This is an optimization exercise on Yosys and OpenROAD, whose aim is small area, not a production implementation. Only simulation tests tie the RTL to the original design; equivalence was not proved. No driver is modelled on the clock port, so clocking that relies on it looks cheaper here than on a real chip. Power is estimated from default activity; no workload was simulated.

## flow/design.v (module list and top-level ports; edited modules follow where they fit)
// module ALU_P2: 542 lines
// module m_decu: 4 lines
// module m_decv: 4 lines
// module m_inv: 1 lines
// module m_and4bb: 1 lines
// module m_nand4bb: 1 lines
// module m_mux2i: 1 lines
// module m_mux2: 1 lines
// module m_ha: 1 lines
// module m_xor2: 1 lines
// module m_xnor2: 1 lines
// module m_nand2: 1 lines
// module m_nand3: 1 lines
// module m_a21oi: 1 lines
// module m_o21ai: 1 lines
// module m_a22oi: 1 lines
// module m_o22ai: 1 lines
// module m_a221oi: 1 lines
// module m_a21o: 1 lines
// module m_bgp: 6 lines
// module m_bgpn: 6 lines
// module m_a222oi: 1 lines
module ALU_P2(RS1,RS2,OPC,ALU_OUT,ALU,Jump,clock);
  // ...
==> flow/flow/run.sh <==
#!/bin/bash
# Own layout flow: the standard flow (standard.sh) with two changes:
#  - the port buffers are buf_1, the smallest buffer, rather than the resizer's default choice;
#  - before floorplanning, every cell gets its smallest-area variant (area recovery); the
#    standard repair steps then resize wherever timing, slew or load need it.
# make's full output goes to standard_flow.log; ORFS's per-step logs stay under orfs/logs/.
set -euo pipefail
cd "$(dirname "$0")/.."
here=$(pwd)
bash standard.sh \
  "PRE_FLOORPLAN_TCL=$here/flow/downsize.tcl" \
  "BUFFER_PORTS_ARGS=-buffer_cell sky130_fd_sc_hd__buf_1" \
  finish > "$here/standard_flow.log" 2>&1
==> flow/flow/downsize.tcl <==
# Area recovery before floorplanning: give every cell with a smaller-area variant of the same
set_dont_use $::env(DONT_USE_CELLS)
# function that variant. Later repair steps (floorplan repair_timing, placement repair_design,
# post-CTS/post-route timing repair) upsize again wherever timing, slew or load needs it.
set n 0
foreach inst [get_cells *] {
  set lc [get_lib_cells -of_objects $inst]
  set name [get_name $lc]
  if {![regexp {^(sky130_fd_sc_hd__[a-z0-9]+)_[0-9]+$} $name -> base]} { continue }
  if {[regexp {df|dl|conb|tap|fill|decap|clk} $base]} { continue }
  set best $name
  set best_area [get_property $lc area]
  foreach cand [get_lib_cells ${base}_*] {
    set cn [get_name $cand]
    if {![regexp "^${base}_\[0-9\]+\$" $cn]} { continue }
    if {[get_property $cand dont_use]} { continue }
    set a [get_property $cand area]
    if {$a < $best_area - 1e-6} { set best $cn; set best_area $a }
  }
  if {$best ne $name} {
    replace_cell $inst $best
    incr n
  }
}
puts "downsize: replaced $n cells with smaller variants"
==> flow/standard.sh <==
#!/bin/bash
# synth_recipe.tcl (not shown) runs the flow's synth.tcl, then flattens the netlist and writes it again
# the make line also repeats each setting of config.mk as NAME=value (left out here)
make -C /OpenROAD-flow-scripts/flow DESIGN_CONFIG=/design/flow/config.mk WORK_HOME=/design/flow/orfs CLKGATE_MAP_FILE= SYNTH_SCRIPT=/design/flow/synth_recipe.tcl "${@:-finish}"
==> flow/config.mk <==
export PLATFORM = sky130hd
export DESIGN_NAME = ALU_P2
export DESIGN_NICKNAME = ALU_P2
export VERILOG_FILES = /design/flow/design.v
export SDC_FILE = /design/flow/constraint.sdc
export NUM_CORES = 4
export LEC_CHECK = 0
export CAP_MARGIN = 20
export CORE_MARGIN = 2
export CORE_UTILIZATION = 40
export CTS_BUF_LIST = sky130_fd_sc_hd__clkbuf_4
export PLACE_DENSITY = 0.45
export SLEW_MARGIN = 20
export SYNTH_HIERARCHICAL = 1
==> flow/constraint.sdc <==
create_clock -name core_clock -period 10.0 [get_ports {clock}]
set_input_delay 2.0000 -clock core_clock [delete_from_list [all_inputs] [get_ports {clock}]]
set_output_delay 2.0000 -clock core_clock [all_outputs]
set_load 0.01 [all_outputs]
==> flow_summary.ini, run 1 <==
[cells_and_area]
fillers = 1203
reg_top3 = ALU (32)
largestClassByArea = multi-input gates
buffers_excl_clock = 160
inverters_excl_clock = 10
regMostFlops = ALU

[drt]
ant_nets = 0
drc = 0
met3_length_um = 2579

[logic_synthesis]
synth_area_um2 = 4637

[floorplan]
design.portCount = 136
die_x_um = 111.7
initial_core_util_pct = 40.78
rows = 39

[status]
run_status = complete, no violations

[pwr]
combinationalPowerShare_pct = 69.1
p_per_area_nw_per_um2 = 154.2
power.switching_uw = 459.5
seq_power_uw = 191
top_power_group = combinational logic

[cts]
cts_repair_resize_count = 0
htree_num_levels = 2
cts.sinks = 32

[place]
place_ws_ns = 0.8429
port_buffers = 135

[worst_setup_path]
cpPeakStageDelay_ns = 0.48
cp_slowest_cell = o311a_1
crit_required_ns = 8.00
setup.worst_path.start_class = input pin

[timing]
clock_skew_ns = 0.01637
finalHoldViolCount = 0
rsz0062_at_grt = no

[grt]
grt_max_degree = 35
antenna_found_initial = 0

[worst_hold_path]
min_path_cells = 6
hold_path_startpoint = ALU[1]
==> inputs of run 2 (changes only) <==
--- a/flow/design.v
+++ b/flow/design.v
@@ -211,38 +211,35 @@
 m_a21oi ulg6_1 (.y(bg6_1), .a1(pp[25]), .a2(bg6_0), .b1(gg[25]));
 m_o21ai ulg6_2 (.y(bg6_2), .a1(pp[26]), .a2(bg6_1), .b1(gg[26]));
 m_a21oi ulg6_3 (.y(bgn6), .a1(pp[27]), .a2(bg6_2), .b1(gg[27]));
 m_nand4bb ulp6 (.y(bpn6), .a_n(pp[24]), .b_n(pp[26]), .c(pp[25]), .d(pp[27]));
 m_o21ai ucb6 (.y(c[28]), .a1(bpn6), .a2(c[24]), .b1(bgn6));
 m_a21oi uc28 (.y(c[29]), .a1(pp[28]), .a2(c[28]), .b1(gg[28]));
 m_o21ai uc29 (.y(c[30]), .a1(pp[29]), .a2(c[29]), .b1(gg[29]));
 m_a21oi uc30 (.y(c[31]), .a1(pp[30]), .a2(c[30]), .b1(gg[30]));
-wire bg7_0, bg7_1, bg7_2, bg7, bp7;
-m_inv   ulg7_0 (.y(bg7_0), .a(gg[28]));
-m_o21ai ulg7_1 (.y(bg7_1), .a1(pp[29]), .a2(bg7_0), .b1(gg[29]));
-m_a21oi ulg7_2 (.y(bg7_2), .a1(pp[30]), .a2(bg7_1), .b1(gg[30]));
-m_o21ai ulg7_3 (.y(bg7), .a1(pp[31]), .a2(bg7_2), .b1(gg[31]));
-m_and4bb ulp7 (.x(bp7), .a_n(pp[29]), .b_n(pp[31]), .c(pp[28]), .d(pp[30]));
-m_a21oi ucb7 (.y(c[32]), .a1(bp7), .a2(c[28]), .b1(bg7));
-wire geu = ~c[32];      
+m_o21ai uc31 (.y(c[32]), .a1(pp[31]), .a2(c[31]), .b1(gg[31]));
+wire geu = c[32];      
 wire eq = (&{pp[0],pp[2],pp[4],pp[6],pp[9],pp[11],pp[12],pp[14],pp[17],pp[19],pp[20],pp[22],pp[25],pp[27],pp[28],pp[30]}) & ~(|{pp[1],pp[3],pp[5],pp[7],pp[8],pp[10],pp[13],pp[15],pp[16],pp[18],pp[21],pp[23],pp[24],pp[26],pp[29],pp[31]});
 wire lor = (|RS1) | (|RS2[4:0]) | big;
-reg cmp;
+reg cmpa, cmpb;
 always @(*) begin
   case (OPC[2:0])
-    3'd6: cmp = geu;           
-    3'd7: cmp = ~geu | eq;     
-    3'd0: cmp = geu & ~eq;     
-    3'd1: cmp = ~geu;          
-    3'd2: cmp = eq;            
-    default: cmp = ~eq;        
+    3'd6: begin cmpa = 1'b1; cmpb = 1'b0; end    
+    3'd7: begin cmpa = eq;   cmpb = 1'b1; end    
+    3'd0: begin cmpa = ~eq;  cmpb = 1'b0; end    
+    3'd1: begin cmpa = 1'b0; cmpb = 1'b1; end    
+    3'd2: begin cmpa = eq;   cmpb = eq;   end    
+    default: begin cmpa = ~eq; cmpb = ~eq; end   
   endcase
 end
-wire x0 = (op_cmp & cmp) | (op_or & lor);
+wire xa = (op_cmp & cmpa) | (op_or & lor);
+wire xb = (op_cmp & cmpb) | (op_or & lor);
+wire nx0;
+m_mux2i ux0 (.y(nx0), .a0(xb), .a1(xa), .s(c[32]));
 wire [31:0] sd0 = RS1;
 wire sN0 = en & ~RS2[4];
 wire sL0 = en & RS2[4] & ~op_shr;
 wire sR0 = en & RS2[4] & op_shr;
 wire sH0 = s_h;
 wire [31:0] sd1;
 m_a222oi uk0_0 (.y(sd1[0]), .a1(sN0), .a2(sd0[0]), .b1(sH0), .b2(ALU[0]), .c1(sR0), .c2(sd0[16]));
 m_a222oi uk0_1 (.y(sd1[1]), .a1(sN0), .a2(sd0[1]), .b1(sH0), .b2(ALU[1]), .c1(sR0), .c2(sd0[17]));
@@ -417,20 +414,19 @@
 m_a222oi uk4_26 (.y(sd5[26]), .a1(sN4), .a2(sd4[26]), .b1(sL4), .b2(sd4[22]), .c1(sR4), .c2(sd4[30]));
 m_a222oi uk4_27 (.y(sd5[27]), .a1(sN4), .a2(sd4[27]), .b1(sL4), .b2(sd4[23]), .c1(sR4), .c2(sd4[31]));
 m_a22oi uk4_28 (.y(sd5[28]), .a1(sN4), .a2(sd4[28]), .b1(sL4), .b2(sd4[24]));
 m_a22oi uk4_29 (.y(sd5[29]), .a1(sN4), .a2(sd4[29]), .b1(sL4), .b2(sd4[25]));
 m_a22oi uk4_30 (.y(sd5[30]), .a1(sN4), .a2(sd4[30]), .b1(sL4), .b2(sd4[26]));
 m_a22oi uk4_31 (.y(sd5[31]), .a1(sN4), .a2(sd4[31]), .b1(sL4), .b2(sd4[27]));
 wire [31:0] shn = sd5;    
 wire [31:0] res;
-wire shx0 = shn[0] & ~x0;
 wire t1_0, t2_0;
 m_a222oi uo0 (.y(t1_0), .a1(s_sum), .a2(sum[0]), .b1(s_p), .b2(pp[0]), .c1(s_g), .c2(gg[0]));
-m_nand2  ur0 (.y(res[0]), .a(t1_0), .b(shx0));
+m_nand3  ur0 (.y(res[0]), .a(t1_0), .b(shn[0]), .c(nx0));
 wire t1_1, t2_1;
 m_o22ai  uo1 (.y(t1_1), .a1(ns_p), .a2(pp[1]), .b1(ns_g), .b2(gg[1]));
 m_a21oi  uq1 (.y(t2_1), .a1(s_sum), .a2(sum[1]), .b1(t1_1));
 m_nand2  ur1 (.y(res[1]), .a(t2_1), .b(shn[1]));
 wire t1_2, t2_2;
 m_a222oi uo2 (.y(t1_2), .a1(s_sum), .a2(sum[2]), .b1(s_p), .b2(pp[2]), .c1(s_g), .c2(gg[2]));
 m_nand2  ur2 (.y(res[2]), .a(t1_2), .b(shn[2]));
 wire t1_3, t2_3;
==> flow/flow/run.sh (replaced) <==
#!/bin/bash
# Own layout flow: the standard flow (standard.sh) with these changes:
#  - the port buffers are buf_1, the smallest buffer, rather than the resizer's default choice;
#  - before floorplanning, every cell gets its smallest-area variant (area recovery); the
#    standard repair steps then resize wherever timing, slew or load need it;
#  - clock tree synthesis with clkbuf_4 buffers and without dummy loads.
# make's full output goes to standard_flow.log; ORFS's per-step logs stay under orfs/logs/.
set -euo pipefail
cd "$(dirname "$0")/.."
here=$(pwd)
bash standard.sh \
  "PRE_FLOORPLAN_TCL=$here/flow/downsize.tcl" \
  "BUFFER_PORTS_ARGS=-buffer_cell sky130_fd_sc_hd__buf_1" \
  "CTS_ARGS=-sink_clustering_enable -repair_clock_nets -buf_list sky130_fd_sc_hd__clkbuf_4 -dont_use_dummy_load" \
  finish > "$here/standard_flow.log" 2>&1
==> flow_summary.ini, run 2 <==
[status]
run_status = complete, no violations

[timing]
period_needed_ns = 9.259
fin_crit_sh_pct = 92.59
fmax_mhz = 108.0
setup_slack_ns = 0.7405
rsz0062_at_grt = no
slew_headroom_pct = 22.46
tns_ns = 0
finalHoldViolCount = 0
final_max_slew_viol_count = 0
setup_viol = 0
clock_skew_ns = 0.02800
worst_pin_slew_ns = 1.163

[drt]
wire_per_inst_um = 28.81
vias = 6808
drt-vias-per-instance = 7.991
ant_nets = 0
first_pass_iters = 17
routed_wl_um = 24540
drt_iter0_markers = 2613
drc = 0

[floorplan]
rows = 39
dieArea_um2 = 12350
die_h_um = 111.1
coreArea_um2 = 11320
die_x_um = 111.1
initial_core_util_pct = 40.55
design.portCount = 136

[worst_setup_path]
cp_slowest_cell = a222oi_1
critPathCaptureType = output port
cpPeakStageDelay_ns = 0.80
setup.worst_path.start_class = input pin
crit_required_ns = 8.00
path_common_cell = a222oi_1
crit_path_max_fanout = 32
crit_arrival_ns = 7.26
cp_cell_sequence = buf_1, o21a_1, o21a_1, a211oi_1, inv_1, a222oi_1, a222oi_1, a222oi_1, a222oi_1, a222oi_1, nand2_1, buf_1
path_class = in2out

[cells_and_area]
final_cell_area_um2 = 5456
final_util_pct = 48.20
final_cell_mix = 146 x a222oi_1, 135 x buf_1, 56 x nand2_1
regMostFlops = ALU
syn_to_final_growth_pct = 18.86
fillers = 1215
fin_nets = 798
reg_top3 = ALU (32)
n_antenna_cell = 0
largest_reg_flops = 32
final_common_cell = a222oi_1
drive_gt1_share_pct = 4.513

[cts]
htree_num_levels = 2
cts.sinks = 32
hold_buffers = 0
root_buffer = clkbuf_4
clock_path_buffers = 2
cts_buffers = 5
cts_repair_resize_count = 0
cts_tree = built
clock_latency_ns = 0.36
cts_setup_buffers = 0
clk_pin_slew_ns = 0.10

[place]
port_buffers = 135
hpwl_um = 18450
post_dp_cell_area_um2 = 5409
place_congestion = 0.9755
place_ws_ns = 0.9888

[grt]
antenna_found_initial = 0
grt_max_degree = 35
grt_pass1_vias = 6031
grt_pass1_wl_um = 36720
track_usage_pct = 37.71
overflow = 0

[logic_synthesis]
syn_inst = 556
synth_area_um2 = 4591
ys_warn_count = 7
synth.avg_cell_area_um2 = 8.257
syn_nets = 643

[pwr]
power_uw = 846.4
p_per_area_nw_per_um2 = 155.1
leakagePower_nw = 1.923
peakVddDrop_mv = 0.1076

[worst_hold_path]
min_path_type = reg2reg

[flow_run]
cap_violations = 0
run 2: per-stage QoR:
stage                     cells  hold WS (ns)
after floorplan             556         1.387
final                       852         1.572
after global routing        852         1.725
after global placement      847         1.519
after CTS                   852         1.538
after detailed placement    847         1.520
run 2: cell type report:
type	instances	area [um^2]	area share (%)
multi-input cells	510	3928	71.98
inverters	10	37.54	0.6879
clock buffers	5	37.54	0.6879
well taps	143	178.9	3.279
flip-flops and latches	32	640.6	11.74
repair buffers	152	634.4	11.63
run 2: path summary, 6_finish.rpt:
| check | startpoint | end | slack (ns) | cells past startpoint |
|---|---|---|---|---|
| worst min-delay path | ALU[31] | ALU[31] | 1.57 | 6 |
| worst max-delay path | OPC[2] | ALU_OUT[18] | 0.74 | 12 |
| worst max register to register | ALU[21] | ALU[18] | 6.80 | 6 |
| worst min register to register | ALU[31] | ALU[31] | 1.57 | 6 |
run 2: critical path, delay by kind of cell:
kind                   cells  cell delay (ns)
AOI/OAI and AO/OA          8             3.84
buffers and inverters      3             1.21
and+or+nand+nor            1             0.20
run 2: report_power, final:
part | total [mW] | switching, mW | leakage [nW] | internal (mW)
clock | 0.0662 | 0.0428 | 0.0230 | 0.0234
sequential | 0.195 | 0.0303 | 0.270 | 0.164
combinational | 0.586 | 0.380 | 1.63 | 0.205
total | 0.846 | 0.453 | 1.92 | 0.393
run 2: routing by layer:
metal  track usage, %  share of wire (%)  routed length (um)  vias up
li1                 -                  -                   -     2902
met2            54.72                 40                9788      659
met1            53.92                 40                9807     3144
met3            8.201                 14                3440      103
met5                0                  0                   0        -
met4            15.39                6.1                1505        0
==> inputs of run 3 (changes only) <==
--- a/flow/config.mk
+++ b/flow/config.mk
@@ -5,10 +5,10 @@
 export SDC_FILE = /design/flow/constraint.sdc
 export NUM_CORES = 4
 export LEC_CHECK = 0
-export CAP_MARGIN = 20
+export CAP_MARGIN = 10
 export CORE_MARGIN = 2
 export CORE_UTILIZATION = 40
 export CTS_BUF_LIST = sky130_fd_sc_hd__clkbuf_4
 export PLACE_DENSITY = 0.45
-export SLEW_MARGIN = 20
+export SLEW_MARGIN = 10
 export SYNTH_HIERARCHICAL = 1
==> flow_summary.ini, run 3 <==
[status]
run_status = complete, no violations

[cts]
root_buffer = clkbuf_4
clk_pin_slew_ns = 0.08
cts_tree = built
clock_path_buffers = 2
htree_num_levels = 2
cts_repair_resize_count = 0
hold_buffers = 0
cts_setup_buffers = 0
clock_latency_ns = 0.36
cts.sinks = 32
cts_buffers = 5

[cells_and_area]
n_antenna_cell = 0
syn_to_final_growth_pct = 18.64
final_cell_mix = 146 x a222oi_1, 135 x buf_1, 59 x nand2_1
final_cell_area_um2 = 5446
final_common_cell = a222oi_1
reg_top3 = ALU (32)
final_cell_count_no_fill = 852
drive_gt1_share_pct = 3.949
largest_reg_flops = 32
fin_nets = 798
regMostFlops = ALU
final_util_pct = 48.11

[place]
place_ws_ns = 0.9888
post_dp_cell_area_um2 = 5409
hpwl_um = 18450
port_buffers = 135
post-place-cells = 847
place_congestion = 0.9755

[timing]
slew_headroom_pct = 19.51
whs_ns = 1.595
final_max_slew_viol_count = 0
clock_skew_ns = 0.02866
fin_crit_sh_pct = 92.31
setup_viol = 0
finalHoldViolCount = 0
tns_ns = 0
setup_slack_ns = 0.7693
rsz0062_at_grt = no
worst_pin_slew_ns = 1.204
fmax_mhz = 108.3
period_needed_ns = 9.231

[logic_synthesis]
syn_nets = 643
ys_warn_count = 7
synth_area_um2 = 4591
synth.avg_cell_area_um2 = 8.257
syn_inst = 556

[worst_setup_path]
critPathCaptureType = output port
setup.worst_path.start_class = input pin
crit_path_max_fanout = 30
path_class = in2out
crit_arrival_ns = 7.23
crit_required_ns = 8.00

[floorplan]
rows = 39
die_x_um = 111.1
dieArea_um2 = 12350
coreArea_um2 = 11320
die_h_um = 111.1
design.portCount = 136
initial_core_util_pct = 40.55

[drt]
ant_nets = 0
first_pass_iters = 20
routed_wl_um = 24440
drt_iter0_markers = 2530
drt-vias-per-instance = 7.982
wire_per_inst_um = 28.68
drc = 0
vias = 6801

[grt]
grt_max_degree = 35
overflow = 0
antenna_found_initial = 0
track_usage_pct = 37.71
grt_pass1_wl_um = 36720
grt_pass1_vias = 6031

[pwr]
p_per_area_nw_per_um2 = 155.5
p_int_uw = 393.0
p_clk_share_pct = 7.9
leakagePower_nw = 1.922
swShare_pct = 53.60
peakVddDrop_mv = 0.1077
combinationalPowerShare_pct = 69.0
power.switching_uw = 454.1
power_uw = 847.1
seqPwrFrac_pct = 23.1

[flow_run]
cap_violations = 0

[worst_hold_path]
min_path_type = reg2reg
run 3: power by group through the flow:
stage                     sequential (mW)  clock [mW]  combinational [mW]
after floorplan                     0.202           0               0.350
after global placement              0.195           0               0.561
after detailed placement            0.195           0               0.558
after CTS                           0.193      0.0675               0.561
after global routing                0.196      0.0734               0.621
final                               0.195      0.0669               0.585
run 3: area by class of cell:
| class | instances | area [um^2] |
|---|---|---|
| flip-flops and latches | 32 | 640.6 |
| repair buffers | 152 | 634.4 |
| multi-input cells | 510 | 3918 |
| fillers | 1218 | 5874 |
| clock buffers | 5 | 37.54 |
| well taps | 143 | 178.9 |
| inverters | 10 | 37.54 |
run 3: critical path, stage by stage:
cell	delay (ns)
buf_1	0.48
nor2b_1	0.10
o21ai_0	0.21
o311a_1	0.25
buf_4	0.33
mux2i_1	0.17
xnor2_1	0.53
o21ai_1	0.24
a21oi_1	0.32
o21ai_1	0.19
a21oi_1	0.30
o21ai_1	0.19
a21oi_1	0.35
o21ai_1	0.17
a21oi_1	0.24
o21ai_1	0.12
xor2_1	0.18
a222oi_1	0.52
nand2_1	0.15
buf_1	0.15
run 3: path summary, 6_finish.rpt:
kind / from / to / slack (ns) / cells after the start
worst max-delay path: OPC[3] / ALU_OUT[27] / 0.77 / 20
worst min-delay path: ALU[0] / ALU[3] / 1.59 / 6
worst max register to register: ALU[12] / ALU[18] / 6.86 / 6
worst min register to register: ALU[0] / ALU[3] / 1.59 / 6
run 3: metal layers:
metal | wire length, um | vias to the layer above | track usage (%)
li1 | - | 2887 | -
met3 | 3328 | 92 | 8.201
met1 | 9877 | 3163 | 53.92
met4 | 1328 | 0 | 15.39
met5 | 0 | - | 0
met2 | 9903 | 659 | 54.72
==> inputs of run 4 (changes only) <==
--- a/flow/flow/run.sh
+++ b/flow/flow/run.sh
@@ -3,13 +3,16 @@
 #  - the port buffers are buf_1, the smallest buffer, rather than the resizer's default choice;
 #  - before floorplanning, every cell gets its smallest-area variant (area recovery); the
 #    standard repair steps then resize wherever timing, slew or load need it;
+#  - placement, resizing, CTS and global-route repairs buffer with buf_1/buf_2 only;
 #  - clock tree synthesis with clkbuf_4 buffers and without dummy loads.
 # make's full output goes to standard_flow.log; ORFS's per-step logs stay under orfs/logs/.
 set -euo pipefail
 cd "$(dirname "$0")/.."
 here=$(pwd)
+sb=$here/flow/smallbuf.tcl
 bash standard.sh \
   "PRE_FLOORPLAN_TCL=$here/flow/downsize.tcl" \
   "BUFFER_PORTS_ARGS=-buffer_cell sky130_fd_sc_hd__buf_1" \
+  "PRE_GLOBAL_PLACE_TCL=$sb" "PRE_RESIZE_TCL=$sb" "PRE_CTS_TCL=$sb" "PRE_GLOBAL_ROUTE_TCL=$sb" \
   "CTS_ARGS=-sink_clustering_enable -repair_clock_nets -buf_list sky130_fd_sc_hd__clkbuf_4 -dont_use_dummy_load" \
   finish > "$here/standard_flow.log" 2>&1
==> flow/flow/smallbuf.tcl (new file) <==
set_dont_use [get_lib_cells {sky130_fd_sc_hd__buf_4 sky130_fd_sc_hd__buf_6 sky130_fd_sc_hd__buf_8 sky130_fd_sc_hd__buf_12 sky130_fd_sc_hd__buf_16 sky130_fd_sc_hd__bufbuf_8 sky130_fd_sc_hd__bufbuf_16}]
==> flow_summary.ini, run 4 <==
[cells_and_area]
reg_top3 = ALU (32)
syn_to_final_growth_pct = 18.15
final_common_cell = buf_1
drive_gt1_share_pct = 3.212
regMostFlops = ALU
fillers = 1207
fin_nets = 805
multiInputGateArea_um2 = 3918
final_cell_mix = 147 x buf_1, 146 x a222oi_1, 59 x nand2_1
seq_area_um2 = 640.6
n_antenna_cell = 0
largest_reg_flops = 32

[worst_setup_path]
crit_arrival_ns = 7.31
critPathCaptureType = output port
critPathLaunch = OPC[3]
setup.worst_path.start_class = input pin
timing.rr.start = ALU[25]
crit_path_max_fanout = 15
crit_required_ns = 8.00
cpPeakStageDelay_ns = 0.49
r2r_slack_ns = 6.74
reg2reg_to = ALU[12]
cp_cell_sequence = buf_1, nor2b_1, o21ai_0, o311a_1, mux2i_1, ha_1, a21oi_1, o21ai_1, a21oi_1, o21ai_1, a21oi_1, o21ai_1, a21oi_1, o21ai_1, a21oi_1, o21ai_1, a21oi_1, o21ai_1, a21oi_1, o21ai_1, mux2i_1, nand3_1, buf_1
rr_worst_depth = 6
cp_slowest_cell = buf_1
path_class = in2out

[place]
place_ws_ns = 0.8583
port_buffers = 135
place_congestion = 1.001
hpwl_um = 18330

[floorplan]
rows = 39
die_h_um = 111.1
design.portCount = 136
die_x_um = 111.1
initial_core_util_pct = 40.55
dieArea_um2 = 12350
coreArea_um2 = 11320

[logic_synthesis]
syn_inst = 556
synth_area_um2 = 4591
synth.avg_cell_area_um2 = 8.257
ys_warn_count = 7
syn_nets = 643

[drt]
routed_wl_um = 23710
ant_nets = 0
first_pass_iters = 17
drt_iter0_markers = 2189
vias = 6789
drt-vias-per-instance = 7.903
wire_per_inst_um = 27.60
drc = 0

[timing]
slew_headroom_pct = 31.90
fin_crit_sh_pct = 93.11
worst_pin_slew_ns = 1.022
period_needed_ns = 9.311
setup_viol = 0
tns_ns = 0
finalHoldViolCount = 0
clock_skew_ns = 0.02157
fmax_mhz = 107.4
rsz0062_at_grt = no
final_max_slew_viol_count = 0
setup_slack_ns = 0.6889
whs_ns = 1.605

[cts]
cts_repair_resize_count = 0
clk_pin_slew_ns = 0.10
clock_latency_ns = 0.36
cts.sinks = 32
cts_tree = built
cts_buffers = 5
cts_setup_buffers = 0
hold_buffers = 0

[flow_run]
cap_violations = 0

[pwr]
peakVddDrop_mv = 0.09432
leakagePower_nw = 1.909
power_uw = 846.9
p_per_area_nw_per_um2 = 156.1

[grt]
grt_pass1_vias = 5882
grt_pass1_wl_um = 34800
track_usage_pct = 35.88
overflow = 0
antenna_found_initial = 0
grt_max_degree = 33

[worst_hold_path]
hold_path_startpoint = ALU[1]
min_path_cells = 6
hold_end = ALU[2]
min_path_type = reg2reg

[status]
run_status = complete, no violations
-- run 4: critical path, delay by kind of cell --
family	cells	cell delay (ns)
simple gates	2	0.22
buf+inv	2	0.65
compound gates	16	3.76
fa+ha+maj	1	0.36
mux	2	0.34
-- run 4: power by group --
part	internal [mW]	switching [mW]	total (mW)	leakage, nW
sequential	0.164	0.0277	0.192	0.270
clock	0.0234	0.0462	0.0696	0.0230
combinational	0.205	0.380	0.585	1.62
total	0.393	0.454	0.847	1.91
-- run 4: layout make-up --
| class | instances | share of cell area (%) |
|---|---|---|
| well taps | 143 | 3.299 |
| clock buffers | 5 | 0.6920 |
| multi-input cells | 510 | 72.23 |
| flip-flops and latches | 32 | 11.81 |
| inverters | 10 | 0.6920 |
| repair buffers | 159 | 11.28 |
-- run 4: worst max-delay path by stage --
stage          slack, ns           to  cells past startpoint
2_1_floorplan       0.79  ALU_OUT[31]                     20
3_3_place_gp        1.16  ALU_OUT[27]                     22
3_5_place_dp        0.86   ALU_OUT[0]                     23
4_1_cts             0.84   ALU_OUT[0]                     23
5_1_grt             0.13   ALU_OUT[0]                     23
6_report            0.69   ALU_OUT[0]                     23
-- run 4: per-stage QoR --
stage                     util (%)  area (um^2)  std cells
after global routing         47.91         5424        859
after CTS                    47.90         5423        859
after detailed placement     47.57         5385        854
after floorplan                  -         4591        556
final                        47.91         5424        859
after global placement       47.57         5385        854
-- run 4: per-layer routing --
| layer | part of all wire [%] | global-route usage [%] | wire length, um | vias up |
|---|---|---|---|---|
| met5 | 0 | 0 | 0 | - |
| met4 | 4.2 | 12.67 | 992 | 0 |
| met3 | 14 | 6.288 | 3214 | 74 |
| met2 | 41 | 53.37 | 9778 | 616 |
| met1 | 41 | 51.95 | 9719 | 3185 |
| li1 | - | - | - | 2914 |
==> inputs of run 5 (changes only) <==
--- a/flow/config.mk
+++ b/flow/config.mk
@@ -9,6 +9,6 @@
 export CORE_MARGIN = 2
 export CORE_UTILIZATION = 40
 export CTS_BUF_LIST = sky130_fd_sc_hd__clkbuf_4
-export PLACE_DENSITY = 0.45
+export PLACE_DENSITY = 0.6
 export SLEW_MARGIN = 10
 export SYNTH_HIERARCHICAL = 1
==> flow_summary.ini, run 5 <==
[grt]
track_usage_pct = 35.16
antenna_found_initial = 0
grt_max_degree = 35
grt_pass1_wl_um = 34450
grt_pass1_vias = 5796
overflow = 0

[drt]
highest_layer = met4
drt_iter0_markers = 2111
wire_per_inst_um = 27.31
drt-vias-per-instance = 7.928
first_pass_iters = 19
wl_met2_um = 9448
drc = 0
met3_length_um = 3256
vias = 6786
routed_wl_um = 23380
met1_length_um = 9500
ant_nets = 0

[worst_hold_path]
min_path_cells = 6
min_path_type = reg2reg

[timing]
final_max_slew_viol_count = 0
fin_crit_sh_pct = 92.93
rsz0062_at_grt = no
finalHoldViolCount = 0
period_needed_ns = 9.293
fmax_mhz = 107.6
clock_skew_ns = 0.01902
slew_headroom_pct = 14.35
tns_ns = 0
setup_slack_ns = 0.7073
worst_pin_slew_ns = 1.280
setup_viol = 0

[cts]
clock_latency_ns = 0.36
cts_setup_buffers = 0
cts.sinks = 32
clk_pin_slew_ns = 0.10
cts_tree = built
cts_buffers = 5
hold_buffers = 0
cts_repair_resize_count = 0

[worst_setup_path]
rr_worst_depth = 6
critPathCaptureType = output port
crit_path_max_fanout = 15
crit_required_ns = 8.00
path_class = in2out
crit_arrival_ns = 7.29
setup.worst_path.start_class = input pin

[logic_synthesis]
ys_warn_count = 7
synth_area_um2 = 4591
syn_nets = 643
syn_inst = 556
synth.avg_cell_area_um2 = 8.257

[pwr]
peakVddDrop_mv = 0.1062
power_uw = 842.5
leakagePower_nw = 1.897
p_per_area_nw_per_um2 = 155.7

[cells_and_area]
syn_to_final_growth_pct = 17.85
fin_nets = 802
final_cell_mix = 146 x a222oi_1, 146 x buf_1, 59 x nand2_1
fillers = 1237
drive_gt1_share_pct = 2.945
regMostFlops = ALU
n_antenna_cell = 0
largest_reg_flops = 32
final_cell_area_um2 = 5410
reg_top3 = ALU (32)

[place]
place_ws_ns = 0.8845
post_dp_cell_area_um2 = 5373
hpwl_um = 17750
port_buffers = 135
place_congestion = 1.018

[floorplan]
dieArea_um2 = 12350
design.portCount = 136
die_h_um = 111.1
rows = 39
initial_core_util_pct = 40.55
die_x_um = 111.1
coreArea_um2 = 11320

[status]
run_status = complete, no violations

[flow_run]
cap_violations = 0
run 5: cell types whose count changed in the layout (fill, tap and decap cells not counted), sizes merged:
cell	delta
clkbuf	-1
buf	-2
run 5: final timing paths:
check               start         end  slack [ns]
setup / recovery   OPC[3]  ALU_OUT[0]        0.71
hold / removal    ALU[31]     ALU[29]        1.62
setup reg to reg  ALU[16]     ALU[19]        6.71
hold reg to reg   ALU[31]     ALU[29]        1.62
run 5: metrics by stage:
step / utilization (%) / hold WS [ns] / std cells
final: 47.79 / 1.619 / 856
after global routing: 47.79 / 1.750 / 856
after CTS: 47.79 / 1.590 / 856
after detailed placement: 47.46 / 1.537 / 851
after global placement: 47.46 / 1.535 / 851
after floorplan: - / 1.387 / 556
run 5: power by group:
part           leakage (nW)  switching (mW)  internal (mW)  total, mW
Combinational          1.60           0.378          0.204      0.583
Clock                0.0230          0.0470         0.0235     0.0705
Sequential            0.270          0.0247          0.164      0.189
Total                  1.90           0.450          0.392      0.843
run 5: layer usage:
layer	global-route usage [%]	up-vias
met5	0	-
met1	50.70	3162
li1	-	2916
met2	52.23	615
met4	11.28	0
met3	7.381	93
run 5: area by class of cell:
type	instances	area (um^2)	area share [%]
clock buffer	5	37.54	0.6938
inverter	10	37.54	0.6938
multi-input combinational	510	3918	72.41
sequential	32	640.6	11.84
tap	143	178.9	3.307
timing repair buffer	156	598.1	11.05
run 5: worst max-delay path, cell delays in order:
cell and delay [ns]:
buf_1 0.49, nor2b_1 0.10, o21ai_0 0.22, o311a_1 0.40, mux2i_1 0.12, ha_1 0.35, a21oi_1 0.24, o21ai_1 0.14
a21oi_1 0.22, o21ai_1 0.16, a21oi_1 0.33, o21ai_1 0.19, a21oi_1 0.32, o21ai_1 0.19, a21oi_1 0.36, o21ai_1 0.18
a21oi_1 0.22, o21ai_1 0.13, a21oi_1 0.22, o21ai_1 0.20, mux2i_1 0.20, nand3_1 0.11, buf_1 0.16

## afterwards: timing with drivers on the ports
Ports are ideal in the flow. The routed layouts listed here were re-timed in OpenROAD.
Step 1 (the two cells are an assumption about what drives the block):
set clk [get_ports {clock}]
set_driving_cell -lib_cell sky130_fd_sc_hd__clkbuf_16 $clk
set_driving_cell -lib_cell sky130_fd_sc_hd__buf_2 [delete_from_list [all_inputs] $clk]
Step 2 moves the port delays by t, midway between the first and last clock arrival at a register: inputs arrive t later, outputs are due t later. That takes back most of the time a late clock gives input paths.
a / b / c = ideal ports / drivers / drivers and shift; a / b = the first two.
| run | t, ns | setup WS [ns] | hold WS [ns] | worst setup path after step 2 | latest minus earliest clock arrival (ns) |
|---|---|---|---|---|---|
| run 1 | 0.381 | 0.744 / 0.723 / 0.723 | 1.632 / 1.632 / 1.632 | input to output | 0.016 / 0.017 |
| run 2 | 0.374 | 0.741 / 0.721 / 0.721 | 1.572 / 1.572 / 1.572 | input to output | 0.028 / 0.028 |
| run 3 | 0.380 | 0.769 / 0.743 / 0.743 | 1.595 / 1.595 / 1.595 | input to output | 0.029 / 0.029 |
| run 4 | 0.383 | 0.689 / 0.665 / 0.665 | 1.605 / 1.605 / 1.605 | input to output | 0.021 / 0.021 |
| run 5 | 0.380 | 0.707 / 0.679 / 0.679 | 1.619 / 1.619 / 1.619 | input to output | 0.019 / 0.019 |
After both steps every run listed still meets setup and hold. The setup slack of run 5, which loses most, moves by -0.028 ns with the drivers and by -0.028 ns with both steps.
